This design comes from an exercise in tuning for small area and a short achievable clock period on the open sky130 flow, not from production work. Function was checked by simulation only, so behaviour that the tests miss may differ from the original. The flow treats the clock pin as an ideal source. Dropping or thinning the clock tree relies on that and would not hold on a real chip.

## flow/design.v (module list and top-level ports; edited modules follow where they fit)
// module ParallelFIR: 1009 lines
// module FullAdd: 5 lines
module ParallelFIR(input wire clk,
                   input wire signed [7:0] x,
                   output reg signed [17:0] y);
  // ...
==> flow/flow/run.sh <==
#!/bin/bash
# The standard layout with these changes to how it is made (the SDC and
# its clock period are unchanged):
#  - repair_timing keeps extra setup margin, so that it sizes the design for a
#    shorter achieved period;
#  - the clock tree uses larger sink clusters and no dummy loads, and after CTS
#    its branch level is removed (flatten_clock.tcl), so every register is
#    clocked through the root buffer and one leaf buffer;
#  - the port buffers are buf_2 cells.
# Each tool's full output is in the ORFS logs; make's output is in
# standard_cts.log and standard.log, the clock edit's in flatten_clock.log.
set -e
export SETUP_SLACK_MARGIN=8.0
export CTS_ARGS="-sink_clustering_enable -repair_clock_nets -dont_use_dummy_load -buf_list sky130_fd_sc_hd__clkbuf_16 -sink_clustering_size 30 -sink_clustering_max_diameter 200"
export BUFFER_PORTS_ARGS="-buffer_cell sky130_fd_sc_hd__buf_2"
bash standard.sh cts > standard_cts.log 2>&1
CTS_ODB=$PWD/orfs/results/$FLOW_PLATFORM/ParallelFIR/base/4_cts.odb openroad -no_init -exit flow/flatten_clock.tcl > flatten_clock.log 2>&1
bash standard.sh > standard.log 2>&1
==> flow/flow/flatten_clock.tcl <==
# Make the clock tree two levels deep: the leaf buffers that CTS hung below
# intermediate branch buffers are moved onto the root buffer's net, and the
# branch buffers removed.  Every register keeps the same number of buffers
# (root + leaf) between the clock port and its clock pin.
set odb_file $::env(CTS_ODB)
read_db $odb_file
set block [ord::get_db_block]
set clk [$block findNet clk]
set roots {}
foreach it [$clk getITerms] { lappend roots [$it getInst] }
if {[llength $roots] != 1} { puts "root count [llength $roots], nothing done"; exit 0 }
set root [lindex $roots 0]
set rootnet [[$root findITerm X] getNet]
puts "root [$root getName] ([[$root getMaster] getName]) net [$rootnet getName]"
set mids {}
foreach it [$rootnet getITerms] {
  set inst [$it getInst]
  if {$inst eq $root} continue
  set m [[$inst getMaster] getName]
  if {![string match "sky130_fd_sc_hd__clkbuf_*" $m]} { puts "non-buffer load [$inst getName] $m, nothing done"; exit 0 }
  lappend mids $inst
}
set moved 0
foreach mid $mids {
  set out [[$mid findITerm X] getNet]
  set loads {}
  foreach it [$out getITerms] {
    if {[$it getInst] ne $mid} { lappend loads $it }
  }
  # only flatten if every load below is itself a clock buffer (a leaf)
  set ok 1
  foreach it $loads {
    if {![string match "sky130_fd_sc_hd__clkbuf_*" [[[$it getInst] getMaster] getName]]} { set ok 0 }
  }
  if {!$ok} { puts "[$mid getName] drives registers, kept"; continue }
  foreach it $loads {
    $it disconnect
    $it connect $rootnet
    incr moved
  }
  puts "removed [$mid getName] ([llength $loads] leaves)"
  odb::dbInst_destroy $mid
  odb::dbNet_destroy $out
}
puts "moved $moved leaf buffers onto [$rootnet getName]"
write_db $odb_file
==> flow/standard.sh <==
#!/bin/bash
# synth_recipe.tcl (not shown) runs the flow's synth.tcl, then flattens the netlist and writes it again
# the make line also repeats each setting of config.mk as NAME=value (left out here)
make -C /OpenROAD-flow-scripts/flow DESIGN_CONFIG=/design/flow/config.mk WORK_HOME=/design/flow/orfs CLKGATE_MAP_FILE= SYNTH_SCRIPT=/design/flow/synth_recipe.tcl "${@:-finish}"
==> flow/config.mk <==
export PLATFORM = sky130hd
export DESIGN_NAME = ParallelFIR
export DESIGN_NICKNAME = ParallelFIR
export VERILOG_FILES = /design/flow/design.v
export SDC_FILE = /design/flow/constraint.sdc
export NUM_CORES = 4
export LEC_CHECK = 0
export CAP_MARGIN = 20
export CORE_MARGIN = 2
export CORE_UTILIZATION = 50
export SLEW_MARGIN = 20
export SYNTH_HIERARCHICAL = 1
export SYNTH_MINIMUM_KEEP_SIZE = 0
==> flow/constraint.sdc <==
create_clock -name core_clock -period 11.0 [get_ports {clk}]
set_input_delay 2.2000 -clock core_clock [delete_from_list [all_inputs] [get_ports {clk}]]
set_output_delay 2.2000 -clock core_clock [all_outputs]
set_load 0.01 [all_outputs]
==> results.sh, run 1 <==
export IMPL_status="timing/DRC/antenna clean"
export IMPL_n_multi_input_combinational_cell=454
export IMPL_r2r_worst_path_cells=6
export IMPL_port_buffer_count=26
export IMPL_grt_busiest_layer="met2"
export IMPL_design_die_area_mm2=0.0286
export IMPL_headroom_to_the_max_slew_limit_pct=55.5
export IMPL_wire_length_of_the_first_global_routing_pass_mm=37.6
export IMPL_post_synthesis_compound_gate_area_fraction_pct=2.19
export IMPL_syn_mean_instance_area_um2=14.9
export IMPL_clk_share_pct=1.71
export IMPL_multi_input_logic_portion_of_the_cell_area_pct=51.6
export IMPL_drv_max_cap_violation_count=0
export IMPL_yosys_area_top_type_share_pct=44.8
export IMPL_detail_route_antenna_nets=0
export IMPL_nets=1338
export IMPL_yosys_warnings=7
export IMPL_final_setup_skew_ps=7.77
export IMPL_fillerInstances=2243
export IMPL_start_point_of_the_worst_min_delay_path="p2_16_0"
export IMPL_setup_ws_ps=7930
export IMPL_grt_max_degree=31
export IMPL_most_frequent_cells_in_the_layout="sky130_fd_sc_hd__fa_1, sky130_fd_sc_hd__dfxtp_1, sky130_fd_sc_hd__inv_1"
export IMPL_global_placer_s_final_weighted_congestion=0.764
export IMPL_synth_mux_area_fraction_pct=0.0734
export IMPL_synth_async_sr_flop_share_pct=0
export IMPL_synth_area_top_cells="sky130_fd_sc_hd__fa_1, sky130_fd_sc_hd__dfxtp_1, sky130_fd_sc_hd__ha_1"
export IMPL_dr_wl_met3_um=432
export IMPL_grt_overflow=0
export IMPL_path_max_fanout=1
export IMPL_detail_route_vias_per_cell=4.68
export IMPL_synth_xor_area_share_pct=0.835
export IMPL_cp_endpoint="y[5]"
export IMPL_dpl_instance_area_mm2=0.0142
export IMPL_route_detailed_wl_per_inst_um=16.2
==> run 2: changes to the inputs <==
--- a/flow/flow/run.sh
+++ b/flow/flow/run.sh
@@ -12,3 +12,3 @@
 set -e
-export SETUP_SLACK_MARGIN=8.0
+export SETUP_SLACK_MARGIN=7.95
 export CTS_ARGS="-sink_clustering_enable -repair_clock_nets -dont_use_dummy_load -buf_list sky130_fd_sc_hd__clkbuf_16 -sink_clustering_size 30 -sink_clustering_max_diameter 200"
==> run 2 against run 1 <==
Compared with the run above: still clean; synthesized area is the same; cell area decreased by 0.67%; first-iteration DRC count decreased by 10%; final cell count fell by 0.54%; utilization is 0.36 points lower; clock skew is essentially flat; non-clock buffer count is 7 lower; global-route usage stayed put; critical path type unchanged; critical endpoint unchanged; largest cell class unchanged.
==> results.sh, run 2 <==
export IMPL_status="timing/DRC/antenna clean"
export IMPL_clk_pin_slew_worst_paths_ps=110
export IMPL_yosys_warnings=7
export IMPL_port_buffer_count=26
export IMPL_setup_ws_ps=7930
export IMPL_tightestPinTransition_ps=649
export IMPL_design_die_area_mm2=0.0286
export IMPL_start_point_of_the_worst_min_delay_path="p2_16_0"
export IMPL_hpwl_mm=17.6
export IMPL_grt_max_degree=31
export IMPL_via_count_of_the_first_global_routing_pass=7264
export IMPL_syn_mean_instance_area_um2=14.9
export IMPL_vias=6047
export IMPL_crit_arrival_ps=870
export IMPL_nets=1331
export IMPL_final_cell_area_mm2=0.0145
export IMPL_min_period_ps=3070
export IMPL_grtUsageTotal_pct=17.7
export IMPL_layout_cells_most_common="sky130_fd_sc_hd__fa_1"
export IMPL_number_of_antenna_violations_at_the_first_check_in_global_routing=0
export IMPL_insertedDiodeCount=0
export IMPL_dpl_instance_area_mm2=0.0142
export IMPL_worst_hold_path_num_cells=0
export IMPL_worstSetupPathType="register to output pin"
export IMPL_postSynth_topFlopCell="sky130_fd_sc_hd__dfxtp_1"
export IMPL_drive_above_1_share_pct=8.12
export IMPL_critPathLaunch="y[5]"
export IMPL_post_synthesis_register_bit_count=270
export IMPL_detail_route_drc_violations=0
export IMPL_synth_lib_cells_used_distinct=36
export IMPL_netlist_instances=912
export IMPL_largest_reg_flops=18
export IMPL_timing_hold_violations_final=0
export IMPL_hold_buffers=0
export IMPL_timing_final_setup_violations=0
export IMPL_finalCritPeriodShare_pct=27.9
export IMPL_critical_path_top_delay_family="flip-flops"
export IMPL_num_rows=60
export IMPL_holdCritPathClass="register to register"
export IMPL_core_area_mm2=0.0269
export IMPL_critical_path_slowest_cell="sky130_fd_sc_hd__dfxtp_1"
export IMPL_fin_setup_tns_ps=0
export IMPL_cts_sinks=270
export IMPL_global_placer_s_final_weighted_congestion=0.764
export IMPL_worstPathBufferInverterCount=1
export IMPL_critical_path_cell_chain="buf_2"
export IMPL_detail_route_first_pass_iterations=4
export IMPL_critical_path_reg2reg_startpoint="x7[3]"
export IMPL_detail_route_antenna_nets=0
export IMPL_yosys_top_cells_count="sky130_fd_sc_hd__fa_1, sky130_fd_sc_hd__dfxtp_1, sky130_fd_sc_hd__inv_1, sky130_fd_sc_hd__ha_1, sky130_fd_sc_hd__a21oi_1"
export IMPL_detail_route_vias_per_cell=4.69
export IMPL_m1_wire_length_mm=9.40
export IMPL_headroom_to_the_max_slew_limit_pct=56.2
export IMPL_synth_edff_count=0
export IMPL_slowest_stage_delay_cp_ps=320
export IMPL_die_height_um=169
export IMPL_synth_async_sr_flop_share_pct=0
export IMPL_rsz0062_at_grt="true"
export IMPL_grt_overflow=0
export IMPL_synth_most_common_cell="sky130_fd_sc_hd__fa_1"
export IMPL_initialDrtViolationCount=233
export IMPL_synth_area_top_cells="sky130_fd_sc_hd__fa_1, sky130_fd_sc_hd__dfxtp_1, sky130_fd_sc_hd__ha_1"
export IMPL_element_type_at_the_critical_path_end="output pin"
export IMPL_cp_data_required_time_ps=8800
export IMPL_maxUsedRoutingLayer="met4"
export IMPL_path_max_fanout=1
export IMPL_routed_wirelength_mm=20.9
export IMPL_yosys_area_top_type_share_pct=44.8
export IMPL_r2r_worst_path_cells=6
export IMPL_floorplan_die_width_um=169
export IMPL_dr_wl_met3_um=538
export IMPL_worst_hold_slack_after_final_layout_ps=339
export IMPL_start_util_pct=50.7
export IMPL_synth_fp_nets=1293
export IMPL_yosys_area_top_type="sky130_fd_sc_hd__fa_1"
export IMPL_route_detailed_wl_per_inst_um=16.2
export IMPL_wire_length_of_the_first_global_routing_pass_mm=37.6
export IMPL_worst_r2r_setup_slack_ps=8040
export IMPL_mappedNetlistArea_mm2=0.0136
export IMPL_fmaxAchievable_mhz=326
export IMPL_drv_max_cap_violation_count=0
export IMPL_post_placement_setup_slack_ps=7830
export IMPL_met2_length_mm=10.6
export IMPL_most_frequent_cells_in_the_layout="sky130_fd_sc_hd__fa_1, sky130_fd_sc_hd__dfxtp_1, sky130_fd_sc_hd__inv_1"
export IMPL_crit_path_launch_type="register"
export IMPL_final_setup_skew_ps=7.97
export IMPL_seq_area_frac_synth_pct=39.7
export IMPL_worstReg2RegEnd="p2_7_1"
export IMPL_worst_skew_pair_late_latency_ps=430
export IMPL_ioPinCount=27
export IMPL_report_final_slew_viol_count=0
export IMPL_syn_to_final_growth_pct=6.39
export IMPL_hold_path_endpoint="p1_16_1"
export IMPL_max_flop_register="y"
[run 2: changes by cell type in the layout (fill, tap and decap cells not counted), moves of 3 or more]
cell,delta
sky130_fd_sc_hd__buf_4,-7
sky130_fd_sc_hd__dfxtp_1,+8
sky130_fd_sc_hd__dfxtp_4,-11
sky130_fd_sc_hd__dfxtp_2,+3
[run 2: logic make-up after synthesis]
family          Yosys count  share of synthesized area [%]
xor+xnor                 13                          0.835
flops                   270                           39.7
compound gates           43                           2.19
buf+inv                 188                           5.18
mux                       1                         0.0735
fa+ha+maj               372                           51.0
simple gates             25                           1.11
[run 2: how the worst max path moves through the flow]
stage / slack (ps) / depth (start not counted) / end
finish: 7930 / 1 / y[5]
global route: 7870 / 1 / y[5]
CTS: 7840 / 1 / y[5]
detailed placement: 7830 / 5 / p3_7_1
global placement: 7880 / 5 / p3_8_1
floorplan: 8060 / 5 / p3_8_1
[run 2: cell type report]
type / instances / area, um^2
sequential: 270 / 5460
multi-input combinational: 454 / 7520
clock buffer: 10 / 250
tap: 341 / 427
fill: 2251 / 12400
inverter: 188 / 706
timing repair buffer: 26 / 136
[run 2: what timing repair did]
item	4_1_cts	5_1_grt
buffers inserted	0	0
hold endpoints to repair	0	0
setup endpoints to repair	36	28
resized for setup	15	26
[run 2: Yosys stat by module (local to each module, per instance)]
module	times used	flops+latches
ParallelFIR	1	270
FullAdd	304	0
[run 2: through the flow]
| step | cells | utilization [%] |
|---|---|---|
| after floorplan | 912 | - |
| after global placement | 1279 | 52.8 |
| after detailed placement | 1279 | 52.8 |
| after CTS | 1291 | 54.0 |
| after global routing | 1289 | 53.9 |
| final | 1289 | 53.9 |
[run 2: metal layers]
layer | vias to the layer above | global-route usage (%)
li1 | 2782 | -
met1 | 3201 | 23.9
met2 | 51 | 29.7
met3 | 13 | 3.34
met4 | 0 | 5.13
met5 | - | 0
[run 2: worst register-to-register path: stages (launching register included)]
cell                      delay (ps)
sky130_fd_sc_hd__dfxtp_1         380
sky130_fd_sc_hd__fa_1            460
sky130_fd_sc_hd__fa_1            570
sky130_fd_sc_hd__fa_1            440
sky130_fd_sc_hd__fa_1            510
sky130_fd_sc_hd__inv_1            40
sky130_fd_sc_hd__fa_1            430
==> run 3: changes to the inputs <==
--- a/flow/flow/run.sh
+++ b/flow/flow/run.sh
@@ -12,4 +12,4 @@
 set -e
-export SETUP_SLACK_MARGIN=7.95
-export CTS_ARGS="-sink_clustering_enable -repair_clock_nets -dont_use_dummy_load -buf_list sky130_fd_sc_hd__clkbuf_16 -sink_clustering_size 30 -sink_clustering_max_diameter 200"
+export SETUP_SLACK_MARGIN=8.0
+export CTS_ARGS="-sink_clustering_enable -repair_clock_nets -dont_use_dummy_load -buf_list sky130_fd_sc_hd__clkbuf_16 -sink_clustering_size 24 -sink_clustering_max_diameter 200"
 export BUFFER_PORTS_ARGS="-buffer_cell sky130_fd_sc_hd__buf_2"
==> run 3 against run 2 <==
Compared with the run above: still clean on timing, DRC and antenna; utilization rose by 0.69 points; count of clock-buffer cells in the layout grew 3; final cell count rose by 0.85%; sequential share of layout area down 0.21 points; highest routed layer unchanged; non-clock buffer count is 8 higher; die area is the same; fmax is 0.25% lower.
==> results.sh, run 3 <==
export IMPL_synth_area_top_cells="sky130_fd_sc_hd__fa_1, sky130_fd_sc_hd__dfxtp_1, sky130_fd_sc_hd__ha_1"
export IMPL_synth_edff_count=0
export IMPL_worstSetupPathType="register to output pin"
export IMPL_core_area_mm2=0.0269
export IMPL_critPathLaunch="y[5]"
export IMPL_nets=1342
export IMPL_post_placement_setup_slack_ps=7830
export IMPL_design_die_area_mm2=0.0286
export IMPL_yosys_area_top_type_share_pct=44.8
export IMPL_crit_arrival_ps=870
export IMPL_worstReg2RegEnd="p2_7_1"
export IMPL_most_frequent_cells_in_the_layout="sky130_fd_sc_hd__fa_1, sky130_fd_sc_hd__dfxtp_1, sky130_fd_sc_hd__inv_1"
export IMPL_number_of_stages_on_the_worst_setup_path=1
export IMPL_yosys_warnings=7
export IMPL_cp_endpoint="y[5]"
export IMPL_synth_lib_cells_used_distinct=36
export IMPL_max_flop_register="y"
export IMPL_insertedDiodeCount=0
export IMPL_synth_fp_nets=1293
export IMPL_die_height_um=169
export IMPL_mappedNetlistArea_mm2=0.0136
export IMPL_tightestPinTransition_ps=667
export IMPL_synth_most_common_cell="sky130_fd_sc_hd__fa_1"
export IMPL_element_type_at_the_critical_path_end="output pin"
export IMPL_cp_data_required_time_ps=8800
export IMPL_route_detailed_wl_per_inst_um=16.2
export IMPL_setup_ws_ps=7930
export IMPL_critical_path_top_delay_family="flip-flops"
export IMPL_finalCritPeriodShare_pct=27.9
export IMPL_detail_route_first_pass_iterations=4
export IMPL_slowest_stage_delay_cp_ps=310
export IMPL_cts_sinks=270
export IMPL_critical_path_cell_chain="buf_2"
export IMPL_vias=6092
export IMPL_min_period_ps=3070
export IMPL_critical_path_reg2reg_startpoint="x8[3]"
export IMPL_worstPathBufferInverterCount=1
export IMPL_drive_above_1_share_pct=10.6
export IMPL_syn_to_final_growth_pct=7.76
export IMPL_detail_route_vias_per_cell=4.69
export IMPL_initialDrtViolationCount=181
export IMPL_timing_final_setup_violations=0
export IMPL_via_count_of_the_first_global_routing_pass=7314
export IMPL_synth_async_sr_flop_share_pct=0
export IMPL_seq_area_frac_synth_pct=39.7
export IMPL_hpwl_mm=17.6
export IMPL_status="timing/DRC/antenna clean"
export IMPL_clk_pin_slew_worst_paths_ps=90
export IMPL_yosys_area_top_type="sky130_fd_sc_hd__fa_1"
export IMPL_fmaxAchievable_mhz=325
export IMPL_fin_setup_tns_ps=0
export IMPL_largest_reg_flops=18
export IMPL_crit_path_launch_type="register"
export IMPL_syn_mean_instance_area_um2=14.9
export IMPL_holdCritPathClass="register to register"
export IMPL_port_buffer_count=26
export IMPL_floorplan_die_width_um=169
export IMPL_critical_path_slowest_cell="sky130_fd_sc_hd__dfxtp_1"
export IMPL_hold_buffers=0
export IMPL_netlist_instances=912
export IMPL_num_rows=60
export IMPL_detail_route_antenna_nets=0
export IMPL_r2r_worst_path_cells=6
export IMPL_grt_max_degree=25
export IMPL_report_final_slew_viol_count=0
export IMPL_timing_hold_violations_final=0
export IMPL_detail_route_drc_violations=0
export IMPL_postSynth_topFlopCell="sky130_fd_sc_hd__dfxtp_1"
export IMPL_worst_r2r_setup_slack_ps=8040
export IMPL_rsz0062_at_grt="true"
export IMPL_layout_cells_most_common="sky130_fd_sc_hd__fa_1"
export IMPL_start_util_pct=50.7
export IMPL_yosys_top_cells_count="sky130_fd_sc_hd__fa_1, sky130_fd_sc_hd__dfxtp_1, sky130_fd_sc_hd__inv_1, sky130_fd_sc_hd__ha_1, sky130_fd_sc_hd__a21oi_1"
export IMPL_path_max_fanout=1
export IMPL_final_setup_skew_ps=50.2
export IMPL_ioPinCount=27
export IMPL_grt_overflow=0
export IMPL_drv_max_cap_violation_count=0
export IMPL_worst_skew_pair_late_latency_ps=440
export IMPL_routed_wirelength_mm=21.0
export IMPL_headroom_to_the_max_slew_limit_pct=55.1
export IMPL_number_of_antenna_violations_at_the_first_check_in_global_routing=0
export IMPL_wire_length_of_the_first_global_routing_pass_mm=37.8
export IMPL_post_synthesis_register_bit_count=270
export IMPL_grtUsageTotal_pct=17.9
export IMPL_global_placer_s_final_weighted_congestion=0.764
==> run 3: cell count changes in the layout (fill, tap and decap cells not counted) <==
cell                        change
sky130_fd_sc_hd__dfxtp_4       +11
sky130_fd_sc_hd__dfxtp_1        -9
sky130_fd_sc_hd__buf_4          +8
sky130_fd_sc_hd__clkbuf_16      +3
sky130_fd_sc_hd__fa_1           -3
sky130_fd_sc_hd__fa_2           +3
sky130_fd_sc_hd__dfxtp_2        -2
sky130_fd_sc_hd__a211oi_1       -1
sky130_fd_sc_hd__a211oi_2       +1
sky130_fd_sc_hd__inv_1          -1
sky130_fd_sc_hd__inv_2          +1
==> run 3: routing by layer <==
layer / wire (um) / global-route usage [%]
met1: 9390 / 24.0
met2: 10800 / 29.8
met3: 546 / 3.46
met4: 344 / 5.69
met5: 0 / 0
==> run 3: what timing repair did <==
action,4_1_cts,5_1_grt
setup endpoints to repair,43,38
gates resized for setup,19,47
buffers inserted,0,8
cloned,0,0
pin swaps,0,7
==> run 3: area by class of cell <==
| cell class | instances | area (um^2) |
|---|---|---|
| fillers | 2236 | 12200 |
| flip-flops and latches | 270 | 5500 |
| clock buffers | 13 | 325 |
| multi-input cells | 454 | 7530 |
| repair buffers | 34 | 196 |
| inverters | 188 | 706 |
| well taps | 341 | 427 |
==> run 3: metrics by stage <==
step           instances  utilization, %  cell area, um^2  hold WS, ps
6_report            1300            54.6            14700          321
2_1_floorplan        912               -            13600          310
5_1_grt             1300            54.6            14700          330
3_3_place_gp        1279            52.8            14200          312
3_5_place_dp        1279            52.8            14200          314
4_1_cts             1294            54.3            14600          328
==> run 3: how the worst min path moves through the flow <==
stage	start	end	slack [ps]	depth (start not counted)
4_1_cts	x13[6]	x14[6]	330	0
5_1_grt	x13[6]	x14[6]	330	0
3_3_place_gp	x15[0]	x16[0]	310	0
2_1_floorplan	p2_16_0	p1_16_1	310	0
6_report	x13[6]	x14[6]	320	0
3_5_place_dp	p2_16_0	p1_16_1	310	0
==> run 3: Yosys stat by module (local to each module, per instance) <==
module	cell area, um^2	flip-flops and latches
ParallelFIR	7540	270
FullAdd	20.0	0
==> run 3: cell families (layout without fill, tap and decap cells) <==
kind of cell               Yosys count  in the layout  synth area share [%]
adders and majority gates          372            372                  51.0
DFF                                270            270                  39.7
buffers and inverters              188            235                  5.18
AOI/OAI and AO/OA                   43             43                  2.19
and+or+nand+nor                     25             25                  1.11
xor gates and xnor gates            13             13                 0.835
muxes                                1              1                0.0735
==> run 4: changes to the inputs <==
==> flow/flow/run.sh (replaced) <==
#!/bin/bash
# The standard layout with these changes to how it is made (the SDC and
# its clock period are unchanged):
#  - repair_timing keeps extra setup margin, so that it sizes the design for a
#    shorter achieved period;
#  - the clock tree uses larger sink clusters and no dummy loads, and after CTS
#    its branch level is removed and the root split in two (flatten_clock.tcl),
#    so every register is clocked through one root buffer and one leaf buffer;
#  - the port buffers are buf_2 cells.
# Each tool's full output is in the ORFS logs; make's output is in
# standard_cts.log and standard.log, the clock edit's in flatten_clock.log.
set -e
export SETUP_SLACK_MARGIN=7.95
export CTS_ARGS="-sink_clustering_enable -repair_clock_nets -dont_use_dummy_load -buf_list sky130_fd_sc_hd__clkbuf_16 -sink_clustering_size 30 -sink_clustering_max_diameter 200"
export BUFFER_PORTS_ARGS="-buffer_cell sky130_fd_sc_hd__buf_2"
bash standard.sh cts > standard_cts.log 2>&1
CLK_TWO_ROOTS=1 CTS_ODB=$PWD/orfs/results/$FLOW_PLATFORM/ParallelFIR/base/4_cts.odb openroad -no_init -exit flow/flatten_clock.tcl > flatten_clock.log 2>&1
bash standard.sh > standard.log 2>&1
--- a/flow/flow/flatten_clock.tcl
+++ b/flow/flow/flatten_clock.tcl
@@ -1,5 +1,7 @@
 # Make the clock tree two levels deep: the leaf buffers that CTS hung below
-# intermediate branch buffers are moved onto the root buffer's net, and the
-# branch buffers removed.  Every register keeps the same number of buffers
-# (root + leaf) between the clock port and its clock pin.
+# intermediate branch buffers are moved onto the root, and the branch buffers
+# removed; then the leaves are split between two root buffers (east and west
+# halves), each placed at the middle of its leaves.  Every register keeps the
+# same structure (one root buffer + one leaf buffer) between the clock port and
+# its clock pin.
 set odb_file $::env(CTS_ODB)
@@ -29,3 +31,2 @@
   }
-  # only flatten if every load below is itself a clock buffer (a leaf)
   set ok 1
@@ -45,2 +46,43 @@
 puts "moved $moved leaf buffers onto [$rootnet getName]"
+
+if {[info exists ::env(CLK_TWO_ROOTS)] && $::env(CLK_TWO_ROOTS)} {
+  set leaves {}
+  foreach it [$rootnet getITerms] {
+    if {[$it getInst] ne $root} { lappend leaves $it }
+  }
+  if {[llength $leaves] >= 4} {
+    # split by x at the median
+    set xs {}
+    foreach it $leaves { lappend xs [list [lindex [[$it getInst] getLocation] 0] $it] }
+    set xs [lsort -integer -index 0 $xs]
+    set half [expr {[llength $xs] / 2}]
+    set west [lrange $xs 0 [expr {$half - 1}]]
+    set east [lrange $xs $half end]
+    set master [$root getMaster]
+    set root2 [odb::dbInst_create $block $master "clkbuf_0b_clk"]
+    set net2 [odb::dbNet_create $block "clknet_0b_clk"]
+    $net2 setSigType CLOCK
+    [$root2 findITerm A] connect $clk
+    [$root2 findITerm X] connect $net2
+    foreach e $east {
+      set it [lindex $e 1]
+      $it disconnect
+      $it connect $net2
+    }
+    # place each root at the centroid of its leaves
+    foreach pair [list [list $root $west] [list $root2 $east]] {
+      set inst [lindex $pair 0]
+      set sx 0; set sy 0; set n 0
+      foreach e [lindex $pair 1] {
+        set loc [[[lindex $e 1] getInst] getLocation]
+        incr sx [lindex $loc 0]; incr sy [lindex $loc 1]; incr n
+      }
+      $inst setLocation [expr {$sx / $n}] [expr {$sy / $n}]
+      $inst setPlacementStatus PLACED
+    }
+    puts "two roots: [llength $west] west, [llength $east] east leaves"
+    detailed_placement
+    check_placement
+  }
+}
 write_db $odb_file
==> run 4 against run 3 <==
Compared with the run above: still clean; synthesized area unchanged; final cell count decreased by 0.77%; via count decreased by 0.67%; fmax increased by 2.6%; utilization decreased by 0.64 points; die area unchanged; routed wire length decreased by 0.81%; critical path depth unchanged; synthesized cell count unchanged; worst hold slack improved by 18 ps; highest routed layer unchanged.
==> results.sh, run 4 <==
export IMPL_hpwl_mm=17.6
export IMPL_synth_edff_count=0
export IMPL_postSynth_topFlopCell="sky130_fd_sc_hd__dfxtp_1"
export IMPL_worstSetupPathType="register to output pin"
export IMPL_critical_path_top_delay_family="flip-flops"
export IMPL_synth_area_top_cells="sky130_fd_sc_hd__fa_1, sky130_fd_sc_hd__dfxtp_1, sky130_fd_sc_hd__ha_1"
export IMPL_setup_ws_ps=8010
export IMPL_worst_hold_slack_after_final_layout_ps=339
export IMPL_rsz0062_at_grt="true"
export IMPL_vias=6051
export IMPL_seq_area_frac_synth_pct=39.7
export IMPL_element_type_at_the_critical_path_end="output pin"
export IMPL_clk_pin_slew_worst_paths_ps=110
export IMPL_die_height_um=169
export IMPL_insertedDiodeCount=0
export IMPL_timing_hold_violations_final=0
export IMPL_critical_path_slowest_cell="sky130_fd_sc_hd__dfxtp_1"
export IMPL_fmaxAchievable_mhz=334
export IMPL_headroom_to_the_max_slew_limit_pct=56.3
export IMPL_cts_sinks=270
export IMPL_via_count_of_the_first_global_routing_pass=7263
export IMPL_yosys_area_top_type="sky130_fd_sc_hd__fa_1"
export IMPL_detail_route_vias_per_cell=4.69
export IMPL_design_die_area_mm2=0.0286
export IMPL_yosys_warnings=7
export IMPL_grt_max_degree=31
export IMPL_min_period_ps=2990
export IMPL_start_util_pct=50.7
export IMPL_cp_data_required_time_ps=8800
export IMPL_start_point_of_the_worst_min_delay_path="p2_16_0"
export IMPL_post_placement_setup_slack_ps=7830
export IMPL_crit_arrival_ps=790
export IMPL_max_flop_register="y"
export IMPL_fin_setup_tns_ps=0
export IMPL_grtUsageTotal_pct=17.5
export IMPL_worst_skew_pair_late_latency_ps=350
export IMPL_critPathLaunch="y[5]"
export IMPL_routed_wirelength_mm=20.9
export IMPL_core_area_mm2=0.0269
export IMPL_most_frequent_cells_in_the_layout="sky130_fd_sc_hd__fa_1, sky130_fd_sc_hd__dfxtp_1, sky130_fd_sc_hd__inv_1"
export IMPL_critical_path_cell_chain="buf_2"
export IMPL_report_final_slew_viol_count=0
export IMPL_netlist_instances=912
export IMPL_path_max_fanout=1
export IMPL_initialDrtViolationCount=239
export IMPL_drv_max_cap_violation_count=0
export IMPL_holdCritPathClass="register to register"
export IMPL_timing_final_setup_violations=0
export IMPL_slowest_stage_delay_cp_ps=320
export IMPL_synth_lib_cells_used_distinct=36
export IMPL_final_instance_count_excl_fill=1290
export IMPL_grt_overflow=0
export IMPL_yosys_area_top_type_share_pct=44.8
export IMPL_yosys_top_cells_count="sky130_fd_sc_hd__fa_1, sky130_fd_sc_hd__dfxtp_1, sky130_fd_sc_hd__inv_1, sky130_fd_sc_hd__ha_1, sky130_fd_sc_hd__a21oi_1"
export IMPL_mappedNetlistArea_mm2=0.0136
export IMPL_final_setup_skew_ps=18.5
export IMPL_hold_buffers=0
export IMPL_route_detailed_wl_per_inst_um=16.2
export IMPL_tightestPinTransition_ps=648
export IMPL_drive_above_1_share_pct=8.01
export IMPL_dp_cells=1279
export IMPL_synth_fp_nets=1293
export IMPL_worstPathBufferInverterCount=1
export IMPL_port_buffer_count=26
export IMPL_crit_path_launch_type="register"
export IMPL_number_of_antenna_violations_at_the_first_check_in_global_routing=0
export IMPL_global_placer_s_final_weighted_congestion=0.764
export IMPL_largest_reg_flops=18
export IMPL_syn_mean_instance_area_um2=14.9
export IMPL_detail_route_antenna_nets=0
export IMPL_synth_async_sr_flop_share_pct=0
export IMPL_finalCritPeriodShare_pct=27.2
export IMPL_critical_path_reg2reg_startpoint="x7[3]"
export IMPL_floorplan_die_width_um=169
export IMPL_wire_length_of_the_first_global_routing_pass_mm=37.6
export IMPL_detail_route_first_pass_iterations=4
export IMPL_post_synthesis_register_bit_count=270
export IMPL_synth_most_common_cell="sky130_fd_sc_hd__fa_1"
export IMPL_syn_to_final_growth_pct=6.49
export IMPL_detail_route_drc_violations=0
export IMPL_num_rows=60
export IMPL_nets=1332
export IMPL_ioPinCount=27
export IMPL_status="timing/DRC/antenna clean"
export IMPL_layout_cells_most_common="sky130_fd_sc_hd__fa_1"
==> run 4: cell count changes in the layout (fill, tap and decap cells not counted), sizes merged <==
cell	change
buf	-8
clkbuf	-2
==> run 4: per-module statistics from Yosys (local to each module, per instance) <==
module,area [um^2],cells
FullAdd,20.0,1
ParallelFIR,7540,608
==> run 4: routing by layer <==
| layer | part of all wire [%] | track usage (%) | wire length, um | up-vias |
|---|---|---|---|---|
| met5 | 0 | 0 | 0 | - |
| met4 | 1.5 | 4.31 | 320 | 0 |
| met3 | 2.2 | 2.38 | 452 | 13 |
| met2 | 51 | 29.8 | 10600 | 36 |
| met1 | 46 | 24.0 | 9520 | 3214 |
| li1 | - | - | - | 2788 |
==> run 4: metrics by stage <==
step	cell area, um^2	util, %
3_3_place_gp	14200	52.8
3_5_place_dp	14200	52.8
2_1_floorplan	13600	-
5_1_grt	14500	54.0
4_1_cts	14500	54.0
6_report	14500	54.0
==> run 4: worst paths after layout <==
| path | end | slack [ps] | cells after the start |
|---|---|---|---|
| worst max register to register | p2_7_1 | 8040 | 6 |
| worst max-delay path | y[5] | 8010 | 1 |
| worst min register to register | p1_16_1 | 340 | 0 |
| worst min-delay path | p1_16_1 | 340 | 0 |
==> run 4: cell type report <==
type | instances | area (um^2)
fill | 2252 | 12400
multi-input combinational | 454 | 7520
sequential | 270 | 5460
inverter | 188 | 706
tap | 341 | 427
clock buffer | 10 | 250
timing repair buffer | 26 | 130
buffer | 1 | 25.0
==> run 4: cell families (layout without fill, tap and decap cells) <==
group / Yosys count / in the layout / synth area share, %
buffers and inverters: 188 / 225 / 5.18
AOI/OAI and AO/OA: 43 / 43 / 2.19
xor gates and xnor gates: 13 / 13 / 0.835
and+or+nand+nor: 25 / 25 / 1.11
DFF: 270 / 270 / 39.7
muxes: 1 / 1 / 0.0735
adders and majority gates: 372 / 372 / 51.0
==> run 4: what timing repair did <==
item,4_1_cts,5_1_grt
endpoints found under the setup margin,36,10
endpoints found under the hold margin,0,0
resized for setup,15,22
buffers inserted,0,0

## port drivers added, routing unchanged
Ports are ideal in the flow. The routed layouts listed here were re-timed in OpenROAD.
Step 1 assumes that a clkbuf_16 drives the clock port and a buf_2 every other input.
Step 2 adds t to the input delays and takes it off the output delays; t is the mean of the earliest and latest rising clock arrival at the registers after step 1. Input paths then give back, and output paths get back, about the clock's delay inside the block.
Three values: no drivers, after step 1, after step 2; two values: the first two.
run | t, ns | setup WS [ns] | hold WS [ns] | clock arrival spread, ns
run 1 | 0.469 | 7.934 / 7.887 / 8.043 | 0.339 / 0.339 / 0.339 | 0.009 / 0.008
run 2 | 0.469 | 7.934 / 7.887 / 8.044 | 0.339 / 0.339 / 0.339 | 0.008 / 0.008
run 3 | 0.470 | 7.927 / 7.876 / 8.043 | 0.321 / 0.321 / 0.321 | 0.050 / 0.051
run 4 | 0.411 | 8.006 / 7.939 / 8.043 | 0.339 / 0.339 / 0.339 | 0.020 / 0.019
After both steps setup and hold are still met in every run listed.
